This is an optimization exercise on Yosys and OpenROAD, whose aim is small area, a short achievable clock period and few clock cycles, not a production implementation.
In this exercise RTL edits were held to simulation tests only and were not proved equivalent to the original.

==> 07-15 <==
// cpu
module cpu(
	input clk,rst,
	output [9:0] instr_Addr,
	input [15:0] instr,
	output reg [8:0] data_Addr,
	output reg [15:0] write_data,
	input [15:0] read_data,
	output write_enable
    );
clock: 165.0 ns
lec_check: 0
abc_area: 1
cap_margin: 30
core_margin: 2
core_utilization: 40
slew_margin: 20
standard.sh (not shown) runs the stock make flow with config.mk's settings and CLKGATE_MAP_FILE= SYNTH_SCRIPT=/design/flow/synth_recipe.tcl, a recipe that flattens the netlist after the stock synthesis.
==> flow/flow/run.sh <==
#!/bin/bash
# The standard layout (standard.sh, unchanged synthesis and steps), with two
# differences in how the layout is made:
#  - the buffer that ORFS puts on every input and output port is a
#    sky130_fd_sc_hd__buf_4 instead of the default choice;
#  - ORFS's timing repair (floorplan, CTS and global-route steps) aims for
#    130.5 ns of setup slack (SETUP_SLACK_MARGIN) instead of 0. The SDC is
#    the standard flow's, at the design's 165 ns period; the margin only makes the
#    resizer also work on paths longer than 34.5 ns.
# make's full output goes to standard.log here; each ORFS step keeps its own
# log under orfs/logs/.
set -euo pipefail
export BUFFER_PORTS_ARGS="-buffer_cell sky130_fd_sc_hd__buf_4"
export SETUP_SLACK_MARGIN=130.5
bash standard.sh > standard.log 2>&1
==> 09-05: changes against 07-15 <==
--- a/flow/design.v
+++ b/flow/design.v
@@ -24,14 +24,15 @@
 assign write_enable = we_r;
 reg        busy;
 reg [2:0]  cnt;
 reg        ph;               
 reg        po;               
 reg [16:0] R;
 reg [31:0] Aq;
+reg [15:0] Q;
 wire [5:0]  op  = kill ? 6'd0 : IR[15:10];
 wire [15:0] imm = {{7{IR[8]}}, IR[8:0]};
 wire isRI = (op==6'd32) | (op==6'd36) | (op==6'd58) | (op==6'd61);
 wire isAI = (op==6'd33) | (op==6'd37) | (op==6'd59) | (op==6'd62) | (op==6'd45) |
             (op==6'd47) | (op==6'd49) | (op==6'd51) | (op==6'd53) | (op==6'd55);
 wire c_sh  = (op==6'd40);
 wire c_pop = (op==6'd1) & ~IR[9];
@@ -84,25 +85,15 @@
 		default: srcB = imm;
 	endcase
 end
 wire        a_inv = c_sub | c_cmp | c_dec | c_neg;
 wire [15:0] a_opa = c_neg ? 16'd0 : srcA;
 wire [15:0] a_opb = (c_inc | c_dec) ? 16'd1 : c_neg ? srcA : srcB;
 wire [15:0] a_b2  = a_opb ^ {16{a_inv}};
-reg  [16:0] sum;
-reg         a_cy;
-integer     ai;
-always @(*) begin                
-	a_cy = a_inv;
-	for (ai = 0; ai < 16; ai = ai + 1) begin
-		sum[ai] = a_opa[ai] ^ a_b2[ai] ^ a_cy;
-		a_cy = (a_opa[ai] & a_b2[ai]) | (a_cy & (a_opa[ai] ^ a_b2[ai]));
-	end
-	sum[16] = a_inv ^ a_cy;
-end
+wire [16:0] sum = {1'b0, a_opa} + {a_inv, a_b2} + {16'd0, a_inv};
 wire        a_ovf = (srcA[15] == a_b2[15]) & (sum[15] != srcA[15]);
 wire [2:0]  sh_md = IR[9:7];
 wire        sh_m  = IR[4] | IR[1] | IR[0];
 wire [4:0]  sh_n  = sh_m ? {1'b0, srcB[3:0]} : (srcB[15:5] != 11'd0) ? 5'd31 : srcB[4:0];
 wire        sh_s  = srcA[15];
 wire [4:0]  sh_k  = sh_md[0] ? 5'd17 - sh_n : sh_n;
 reg  [33:0] sh_w;
@@ -132,39 +123,39 @@
 	if (sh_md == 3'd2 && sh_n == 5'd16) sh_res[15] = 1'b0;
 	if (sh_z) begin sh_res = 16'd0; sh_c = 1'b0; end
 end
 wire        pe_neg = srcB[15];
 wire        pe_le0 = pe_neg | (srcB == 16'd0);
 wire        pe_le1 = pe_le0 | (srcB == 16'd1);
 wire        pe_le2 = pe_le1 | (srcB == 16'd2);
-reg  [15:0] ma, mb;
+reg  [16:0] ma, mb;
 reg  [33:0] madd;
 always @(*) begin
 	if (busy) begin
-		ma = ph ? X : ACC;
-		mb = Aq[31:16];
-		madd = ph ? {{17{R[16]}}, R} : (ACC[15] ? {{2{Aq[31]}}, Aq[31:16], 16'd0} : 34'd0);
+		ma = ph ? {X[15], X} : {1'b0, ACC};
+		mb = {Q[15], Q};
+		madd = ph ? {{17{R[16]}}, R} : 34'd0;
 	end else begin
-		ma = (c_pow & pe_le0) ? 16'd1 : srcA;
-		mb = c_pow ? (pe_le1 ? 16'd1 : srcA) : srcB;
+		ma = (c_pow & pe_le0) ? 17'd1 : {srcA[15], srcA};
+		mb = c_pow ? (pe_le1 ? 17'd1 : {srcA[15], srcA}) : {srcB[15], srcB};
 		madd = 34'd0;
 	end
 end
 reg [33:0] ms, mc, mrow, mns, mnc, mp;
 reg        mcy;
 integer    mi, mj;
 always @(*) begin
 	ms = madd; mc = 34'd0;
-	for (mj = 0; mj < 16; mj = mj + 1) begin
+	for (mj = 0; mj < 17; mj = mj + 1) begin
 		mrow = 34'd0;
-		for (mi = 0; mi < 16; mi = mi + 1) begin
-			if ((mi == 15) ^ (mj == 15)) mrow[mi+mj] = ~(ma[mi] & mb[mj]);
+		for (mi = 0; mi < 17; mi = mi + 1) begin
+			if ((mi == 16) ^ (mj == 16)) mrow[mi+mj] = ~(ma[mi] & mb[mj]);
 			else mrow[mi+mj] = ma[mi] & mb[mj];
 		end
-		if (mj == 0) begin mrow[16] = 1'b1; mrow[31] = 1'b1; mrow[32] = 1'b1; mrow[33] = 1'b1; end
+		if (mj == 0) begin mrow[17] = 1'b1; mrow[33] = 1'b1; end
 		mns = ms ^ mc ^ mrow;
 		mnc = ((ms & mc) | (ms & mrow) | (mc & mrow)) << 1;
 		ms = mns; mc = mnc;
 	end
 	mcy = 1'b0;
 	for (mi = 0; mi < 34; mi = mi + 1) begin
 		mp[mi] = ms[mi] ^ mc[mi] ^ mcy;
@@ -195,62 +186,55 @@
 	end
 endfunction
 wire [31:0] dvd = {X, srcA};
 wire [31:0] MX  = cneg32(dvd, X[15]);
 wire [15:0] MY  = cneg16(srcB, srcB[15]);
 wire        sk16 = MX[31:16] < MY;
 wire        sk24 = (MX[31:24] == 8'd0) && (MX[23:8] < MY);
-reg  [16:0] e_r0, e_r;
-reg  [31:0] e_a0;
-reg  [15:0] e_q;
-reg  [3:0]  e_qd;
-reg  [18:0] e_m, e_d;
-reg  [19:0] e_t;
-reg         e_ge;
-integer     j;
+reg  [15:0] dr;
+reg  [31:0] da;
+reg  [17:0] dt;
 always @(*) begin
 	if (busy) begin
-		e_r0 = R; e_a0 = Aq;
-	end else if (c_rad) begin
-		e_r0 = 17'd0; e_a0 = {X, ACC};
+		dr = R[15:0]; da = Aq;
 	end else if (sk24) begin
-		e_r0 = {1'b0, MX[23:8]}; e_a0 = {MX[7:0], 24'd0};
+		dr = MX[23:8]; da = {MX[7:0], 24'd0};
 	end else if (sk16) begin
-		e_r0 = {1'b0, MX[31:16]}; e_a0 = {MX[15:0], 16'd0};
+		dr = MX[31:16]; da = {MX[15:0], 16'd0};
 	end else begin
-		e_r0 = 17'd0; e_a0 = MX;
+		dr = 16'd0; da = MX;
 	end
-	e_q = busy ? ACC : 16'd0;
-	e_r = e_r0;
-	e_qd = 4'd0;
-	for (j = 0; j < DS; j = j + 1) begin
-		if (c_rad) begin
-			e_m = {e_r[16:0], e_a0[31-2*j], e_a0[30-2*j]};
-			e_d = {1'b0, e_q, 2'b01};
-		end else begin
-			e_m = {2'b00, e_r[15:0], e_a0[31-j]};
-			e_d = {3'b000, MY};
-		end
-		e_t  = {1'b0, e_m} - {1'b0, e_d};
-		e_ge = ~e_t[19];
-		e_r  = e_ge ? e_t[16:0] : e_m[16:0];
-		e_q  = {e_q[14:0], e_ge};
-		e_qd = {e_qd[2:0], e_ge};
+	for (i = 0; i < DS; i = i + 1) begin
+		dt = {1'b0, dr, da[31]} - {2'b0, MY};
+		if (!dt[17]) dr = dt[15:0];
+		else         dr = {dr[14:0], da[31]};
+		da = {da[30:0], ~dt[17]};
 	end
 end
-wire [31:0] da = {e_a0[27:0], e_qd};
-wire [15:0] dr = e_r[15:0];
-wire [15:0] sq = e_q;
-wire [31:0] sa = {e_a0[23:0], 8'd0};
-wire [16:0] sr = e_r;
 wire [31:0] quo = cneg32(da, X[15] ^ srcB[15]);
 wire [15:0] rem = cneg16(dr, X[15]);
 wire        d_ovf = (dvd == 32'h80000000) && (srcB == 16'hffff);
 wire        d_z   = (srcB == 16'd0);
 wire [2:0]  d_first = sk24 ? 3'd1 : sk16 ? 3'd3 : 3'd7;
+reg  [16:0] sr;
+reg  [31:0] sa;
+reg  [15:0] sq;
+reg  [19:0] st;
+always @(*) begin
+	sr = busy ? R : 17'd0;
+	sa = busy ? Aq : {X, ACC};
+	sq = busy ? Q : 16'd0;
+	for (i = 0; i < SS; i = i + 1) begin
+		st = {1'b0, sr, sa[31:30]} - {2'b0, sq, 2'b01};
+		if (!st[19]) sr = st[16:0];
+		else         sr = {sr[14:0], sa[31:30]};
+		sq = {sq[14:0], ~st[19]};
+		sa = {sa[29:0], 2'b00};
+	end
+end
 reg e_fin;
 always @(*) begin
 	if (isDIV)      e_fin = busy && cnt == 3'd0;
 	else if (c_rad) e_fin = X[15] || (busy && cnt == SN-1);
 	else if (c_pow) e_fin = busy ? (ph && Aq[15:0] == 16'd3) : pe_le2;
 	else            e_fin = 1'b1;
 end
@@ -287,34 +271,37 @@
 wire wA_rd = c_pop & ~p_x & ~p_y;
 wire wX_b  = (c_mvi & ~IR[9]) | (c_mvr & d_x);
 wire wY_b  = (c_mvi & IR[9]) | (c_mvr & d_y);
 wire wA_b  = c_mvr & d_a;
 wire wX_s  = (c_inc | c_dec) & d_x;
 wire wY_s  = (c_inc | c_dec) & d_y;
 wire wA_v  = ((c_inc | c_dec) & d_a) | c_add | c_sub | c_sh | c_and | c_or | c_xor |
-             c_not | c_neg | c_mul | pow_st | pow_p0 | ((c_div | c_mod) & e_fin) | c_rad;
+             c_not | c_neg | c_mul | pow_st | pow_p0 | ((c_div | c_mod | c_rad) & e_fin);
 wire wX_v  = c_mul | pow_st | pow_p1 | (c_div & e_fin);
 wire hX    = ~(wX_rd | wX_b | wX_s | wX_v);
 wire hY    = ~(wY_rd | wY_b | wY_s);
 wire hA    = ~(wA_rd | wA_b | wA_v);
 wire [15:0] X_alt = ({16{wX_b}} & srcB) | ({16{wX_s}} & sum[15:0]) | ({16{wX_v}} & vX) | ({16{hX}} & X);
 wire [15:0] Y_alt = ({16{wY_b}} & srcB) | ({16{wY_s}} & sum[15:0]) | ({16{hY}} & Y);
 wire [15:0] A_alt = ({16{wA_b}} & srcB) | ({16{wA_v}} & vA) | ({16{hA}} & ACC);
-wire [15:0] X_n   = X_alt | ({16{wX_rd}} & read_data);
-wire [15:0] Y_n   = Y_alt | ({16{wY_rd}} & read_data);
-wire [15:0] ACC_n = A_alt | ({16{wA_rd}} & read_data);
+wire [15:0] X_n   = ({16{wX_rd}} & read_data) | ({16{wX_b}} & srcB) | ({16{wX_s}} & sum[15:0]) |
+                    ({16{wX_v}} & vX) | ({16{hX}} & X);
+wire [15:0] Y_n   = ({16{wY_rd}} & read_data) | ({16{wY_b}} & srcB) | ({16{wY_s}} & sum[15:0]) |
+                    ({16{hY}} & Y);
+wire [15:0] ACC_n = ({16{wA_rd}} & read_data) | ({16{wA_b}} & srcB) | ({16{wA_v}} & vA) |
+                    ({16{hA}} & ACC);
 wire f_ar  = c_add | c_sub | c_cmp | c_inc | c_dec;
 wire f_lg  = s_and | c_or | c_xor | c_not | c_neg;
 wire f_set = f_ar | f_lg | c_sh | c_mul | (isDIV & e_fin) | (c_rad & e_fin) | (c_pow & e_fin);
 wire vz16  = (vA == 16'd0);
 wire vzx   = (vX == 16'd0);
 wire f_Z   = vz16 & (~is32 | vzx) & ~(f_ar & sum[16]);
 wire f_N   = is32 ? vX[15] : vA[15];
 wire f_C   = (f_ar & sum[16]) | (c_sh & sh_c) | (c_mul & m_fit) | (isDIV & d_z) |
-             (c_rad & rad_x) | (pow_st & (pe_neg | (ACC == 16'd0))) | (pow_p1 & (Aq[31:16] == 16'd0)) |
+             (c_rad & rad_x) | (pow_st & (pe_neg | (ACC == 16'd0))) | (pow_p1 & (Q == 16'd0)) |
              (f_lg & FL[1]);
 wire f_O   = (f_ar & a_ovf) | (c_sh & (sh_res[15] != srcA[15])) | (c_mul & m_fit) |
              (isDIV & d_ovf) | (c_rad & ~rad_x & sq[15]) | (pow_p1 & (po | ~m_fit)) |
              (f_lg & FL[0]);
 wire [3:0] FL_n = f_set ? {f_Z, f_N, f_C, f_O} : FL;
 wire       sp_dec = c_psh | c_jmp;
 wire [8:0] SP_n = SP + {{8{sp_dec}}, sp_dec | c_pop | c_ret};
@@ -334,27 +321,27 @@
 		6'd23: take = Cn;
 		6'd24: take = On;
 		6'd30: take = 1'b1;
 		default: take = 1'b0;
 	endcase
 end
 wire [9:0]  PC1 = PC + 10'd1;
-wire        i_j   = iop[4];
-wire        i_st  = iop[1] | iop[2];
-wire        rX = ~i_j & (i_st ? ~instr[9] : (instr[8:7] == 2'd0));
-wire        rY = ~i_j & (i_st ?  instr[9] : (instr[8:7] == 2'd1));
-wire        rA = ~i_j & ~i_st & (instr[8:7] == 2'd2);
-wire        rP = i_j | (~i_st & (instr[8:7] == 2'd3));
+wire        i_psh = (iop == 6'd1) & instr[9];
+wire        i_st  = (iop == 6'd3) | (iop == 6'd5);
+wire        rX = i_psh ? (instr[8:7] == 2'd0) : i_st & ~instr[9];
+wire        rY = i_psh ? (instr[8:7] == 2'd1) : i_st &  instr[9];
+wire        rA = i_psh & (instr[8:7] == 2'd2);
+wire        rP = (iop == 6'd30) | (i_psh & (instr[8:7] == 2'd3));
 wire        rd_hit = (rX & wX_rd) | (rY & wY_rd) | (rA & wA_rd);
 wire [15:0] wd_reg = ({16{rX}} & X_alt) | ({16{rY}} & Y_alt) | ({16{rA}} & A_alt) | ({16{rP}} & {6'd0, PC1});
 wire [15:0] wd_n   = rd_hit ? read_data : wd_reg;
-wire [8:0]  b_x    = X_alt[8:0] + instr[8:0];
-wire [8:0]  b_y    = Y_alt[8:0] + instr[8:0];
+wire        b_hit  = instr[9] ? wX_rd : wY_rd;
+wire [8:0]  b_reg  = (instr[9] ? X_alt[8:0] : Y_alt[8:0]) + instr[8:0];
 wire [8:0]  b_rd   = read_data[8:0] + instr[8:0];
-wire [8:0]  b_addr = instr[9] ? (wX_rd ? b_rd : b_x) : (wY_rd ? b_rd : b_y);
+wire [8:0]  b_addr = b_hit ? b_rd : b_reg;
 wire [8:0]  sp_m1  = SP_n - 9'd1;
 wire [8:0]  sp_p1  = SP_n + 9'd1;
 reg  [8:0]  da_n;
 always @(*) begin
 	case (iop)
 		6'd1:  da_n = instr[9] ? sp_m1 : SP_n;
 		6'd2, 6'd3: da_n = instr[8:0];
@@ -390,19 +377,19 @@
 			if (isDIV) cnt <= busy ? cnt - 3'd1 : d_first - 3'd1;
 			else       cnt <= cnt + 3'd1;
 		end
 		if (isDIV) begin
 			R <= {1'b0, dr}; Aq <= da;
 		end
 		if (c_rad) begin
-			R <= sr; Aq <= sa;
+			R <= sr; Aq <= sa; Q <= sq;
 		end
 		if (c_pow) begin
 			if (!busy) begin
-				Aq[31:16] <= ACC; Aq[15:0] <= srcB; po <= 1'b0;
+				Q <= ACC; Aq[15:0] <= srcB; po <= 1'b0;
 			end else if (!ph) begin
 				R <= mp[32:16]; ph <= 1'b1;
 			end else begin
 				po <= po | ~m_fit; Aq[15:0] <= Aq[15:0] - 16'd1; ph <= 1'b0;
 			end
 		end
 	end
==> flow/run.sh (new file) <==
#!/bin/bash
# synth_recipe.tcl (not shown) runs the flow's synth.tcl, then flattens the netlist and writes it again
# the make line also repeats each setting of config.mk as NAME=value (left out here)
make -C /OpenROAD-flow-scripts/flow DESIGN_CONFIG=/design/flow/config.mk WORK_HOME=/design/flow/orfs CLKGATE_MAP_FILE= SYNTH_SCRIPT=/design/flow/synth_recipe.tcl finish
==> flow/config.mk (replaced) <==
export PLATFORM = sky130hd
export DESIGN_NAME = cpu
export DESIGN_NICKNAME = cpu
export VERILOG_FILES = /design/flow/design.v
export SDC_FILE = /design/flow/constraint.sdc
export NUM_CORES = 4
export LEC_CHECK = 0
export ABC_AREA = 1
export CAP_MARGIN = 20
export CORE_MARGIN = 2
export CORE_UTILIZATION = 40
export SLEW_MARGIN = 20
removed: flow/flow/run.sh
removed: flow/standard.sh
==> 03-28: changes against 07-15 <==
--- a/flow/design.v
+++ b/flow/design.v
@@ -194,30 +194,27 @@
 		end
 	end
 endfunction
 wire [31:0] dvd = {X, srcA};
 wire [31:0] MX  = cneg32(dvd, X[15]);
 wire [15:0] MY  = cneg16(srcB, srcB[15]);
 wire        sk16 = MX[31:16] < MY;
-wire        sk24 = (MX[31:24] == 8'd0) && (MX[23:8] < MY);
 reg  [16:0] e_r0, e_r;
 reg  [31:0] e_a0;
 reg  [15:0] e_q;
 reg  [3:0]  e_qd;
 reg  [18:0] e_m, e_d;
 reg  [19:0] e_t;
 reg         e_ge;
 integer     j;
 always @(*) begin
 	if (busy) begin
 		e_r0 = R; e_a0 = Aq;
 	end else if (c_rad) begin
 		e_r0 = 17'd0; e_a0 = {X, ACC};
-	end else if (sk24) begin
-		e_r0 = {1'b0, MX[23:8]}; e_a0 = {MX[7:0], 24'd0};
 	end else if (sk16) begin
 		e_r0 = {1'b0, MX[31:16]}; e_a0 = {MX[15:0], 16'd0};
 	end else begin
 		e_r0 = 17'd0; e_a0 = MX;
 	end
 	e_q = busy ? ACC : 16'd0;
 	e_r = e_r0;
@@ -242,15 +239,15 @@
 wire [15:0] sq = e_q;
 wire [31:0] sa = {e_a0[23:0], 8'd0};
 wire [16:0] sr = e_r;
 wire [31:0] quo = cneg32(da, X[15] ^ srcB[15]);
 wire [15:0] rem = cneg16(dr, X[15]);
 wire        d_ovf = (dvd == 32'h80000000) && (srcB == 16'hffff);
 wire        d_z   = (srcB == 16'd0);
-wire [2:0]  d_first = sk24 ? 3'd1 : sk16 ? 3'd3 : 3'd7;
+wire [2:0]  d_first = sk16 ? 3'd3 : 3'd7;
 reg e_fin;
 always @(*) begin
 	if (isDIV)      e_fin = busy && cnt == 3'd0;
 	else if (c_rad) e_fin = X[15] || (busy && cnt == SN-1);
 	else if (c_pow) e_fin = busy ? (ph && Aq[15:0] == 16'd3) : pe_le2;
 	else            e_fin = 1'b1;
 end
@@ -346,28 +343,27 @@
 wire        rP = i_j | (~i_st & (instr[8:7] == 2'd3));
 wire        rd_hit = (rX & wX_rd) | (rY & wY_rd) | (rA & wA_rd);
 wire [15:0] wd_reg = ({16{rX}} & X_alt) | ({16{rY}} & Y_alt) | ({16{rA}} & A_alt) | ({16{rP}} & {6'd0, PC1});
 wire [15:0] wd_n   = rd_hit ? read_data : wd_reg;
 wire [8:0]  b_x    = X_alt[8:0] + instr[8:0];
 wire [8:0]  b_y    = Y_alt[8:0] + instr[8:0];
 wire [8:0]  b_rd   = read_data[8:0] + instr[8:0];
-wire [8:0]  b_addr = instr[9] ? (wX_rd ? b_rd : b_x) : (wY_rd ? b_rd : b_y);
 wire [8:0]  sp_m1  = SP_n - 9'd1;
 wire [8:0]  sp_p1  = SP_n + 9'd1;
-reg  [8:0]  da_n;
-always @(*) begin
-	case (iop)
-		6'd1:  da_n = instr[9] ? sp_m1 : SP_n;
-		6'd2, 6'd3: da_n = instr[8:0];
-		6'd4, 6'd5: da_n = b_addr;
-		6'd30: da_n = sp_m1;
-		6'd31: da_n = e_mem ? SP_n : sp_p1;
-		default: da_n = SP_n;
-	endcase
-end
+wire        i_b    = (iop == 6'd4) | (iop == 6'd5);
+wire        a_bx   = i_b &  instr[9] & ~wX_rd;
+wire        a_by   = i_b & ~instr[9] & ~wY_rd;
+wire        a_brd  = i_b & (instr[9] ? wX_rd : wY_rd);
+wire        a_imm  = (iop == 6'd2) | (iop == 6'd3);
+wire        a_m1   = ((iop == 6'd1) & instr[9]) | (iop == 6'd30);
+wire        a_p1   = (iop == 6'd31) & ~e_mem;
+wire        a_sp   = ~(i_b | a_imm | a_m1 | a_p1);
+wire [8:0]  da_n   = ({9{a_bx}} & b_x) | ({9{a_by}} & b_y) | ({9{a_brd}} & b_rd) |
+                     ({9{a_imm}} & instr[8:0]) | ({9{a_m1}} & sp_m1) | ({9{a_p1}} & sp_p1) |
+                     ({9{a_sp}} & SP_n);
 wire we_n  = ((iop == 6'd1) & instr[9]) | (iop == 6'd3) | (iop == 6'd5) | (iop == 6'd30);
 wire mem_n = (iop == 6'd1) | (iop == 6'd2) | (iop == 6'd3) | (iop == 6'd4) | (iop == 6'd5) | (iop == 6'd30);
 always @(posedge clk) begin
 	if (rst) begin
 		PC <= 10'd0; IR <= 16'd0;
 		X <= 16'd0; Y <= 16'd0; ACC <= 16'd0; FL <= 4'd0; SP <= 9'd0;
 		we_r <= 1'b0; e_mem <= 1'b0; kill <= 1'b0; data_Addr <= 9'd0; write_data <= 16'd0;
==> flow/flow/run.sh (replaced) <==
#!/bin/bash
# The standard layout (standard.sh, unchanged synthesis and steps), with two
# differences in how the layout is made:
#  - the buffer that ORFS puts on every input and output port is a
#    sky130_fd_sc_hd__buf_4 instead of the default choice;
#  - ORFS's timing repair (floorplan, CTS and global-route steps) aims for
#    130 ns of setup slack (SETUP_SLACK_MARGIN) instead of 0. The SDC is
#    the standard flow's, at the design's 165 ns period; the margin only makes the
#    resizer also work on paths longer than 35 ns.
# make's full output goes to standard.log here; each ORFS step keeps its own
# log under orfs/logs/.
set -euo pipefail
export BUFFER_PORTS_ARGS="-buffer_cell sky130_fd_sc_hd__buf_4"
export SETUP_SLACK_MARGIN=130
bash standard.sh > standard.log 2>&1
==> qor summary <==
metric                                                                      09-05           03-28           07-15
Amount of wire on met3 after detailed routing                            19900 um        22500 um        25000 um
Worst setup startpoint                                                   instr[9]        instr[0]        instr[0]
Post-route design area                                                 40400 um^2      37200 um^2      38900 um^2
Multi-input logic portion of the cell area                                  72.2%           72.8%           73.0%
Routability-driven placement congestion ratio                                1.14            1.06            1.12
Place WS                                                                127.17 ns       129.04 ns       128.89 ns
DR vias/cell                                                                 6.05            6.14            6.23
Well-tap cell count                                                          1254            1144            1165
Grt met3 use                                                                9.59%           11.8%           12.7%
Effective utilization at floorplan                                          40.3%           40.4%           40.5%
Global-route wire length before repair                                  260000 um       257000 um       275000 um
Result of the run                                                  finished clean  finished clean  finished clean
Die Wd                                                                     311 um          298 um          304 um
Post-route non-filler standard cell count                                    6934            6462            6722
Ratio of final minimum period to clock period                               22.7%           21.2%           21.2%
Data buffer area share                                                      3.85%           3.69%           4.23%
Post-synthesis adder-cell area fraction                                     23.7%           23.0%           22.6%
Final-stage net count                                                        6240            5801            6055
Number of antenna violations at the first check in global routing               8               7              15
Global routing's busiest layer                                               met2            met2            met1
Combined buffer and inverter count along the critical path                      6               2               1
Antenna Diode Count                                                             7               6               5
Worst-case headroom to the max-slew limit                                   23.7%           31.6%           21.8%
Testbench counts of 07-15, summed over its fixed seeds: cycles 34,444.
Testbench counts of 03-28, summed over its fixed seeds: cycles 34,718.

[what the ideal ports hide]
In the flow no input, the clock included, has a driving cell. The finished layouts below were timed again as built, in two steps. Step 1, drivers: a clkbuf_16 drives clk and a buf_2 each remaining input, both assumed. Step 2, shift: input delay + t, output delay - t, t = (earliest + latest rising clock arrival at the registers) / 2. This alone moves slack from input paths to output paths. Three values: ideal, step 1, step 2; two values: the first two.
run	t, ns	setup WS [ns]	worst slew at a driven data input, ns	cell pins on the clock port's net
07-15	0.539	130.075 / 130.089 / 129.550	0.06	1
09-05	0.581	127.618 / 127.655 / 127.075	0.04	1
03-28	0.588	130.026 / 130.049 / 129.461	0.06	1
After both steps setup and hold are still met in every run listed. The setup slack of 03-28, which loses most, moves by +0.023 ns with the drivers and by -0.565 ns with both steps.
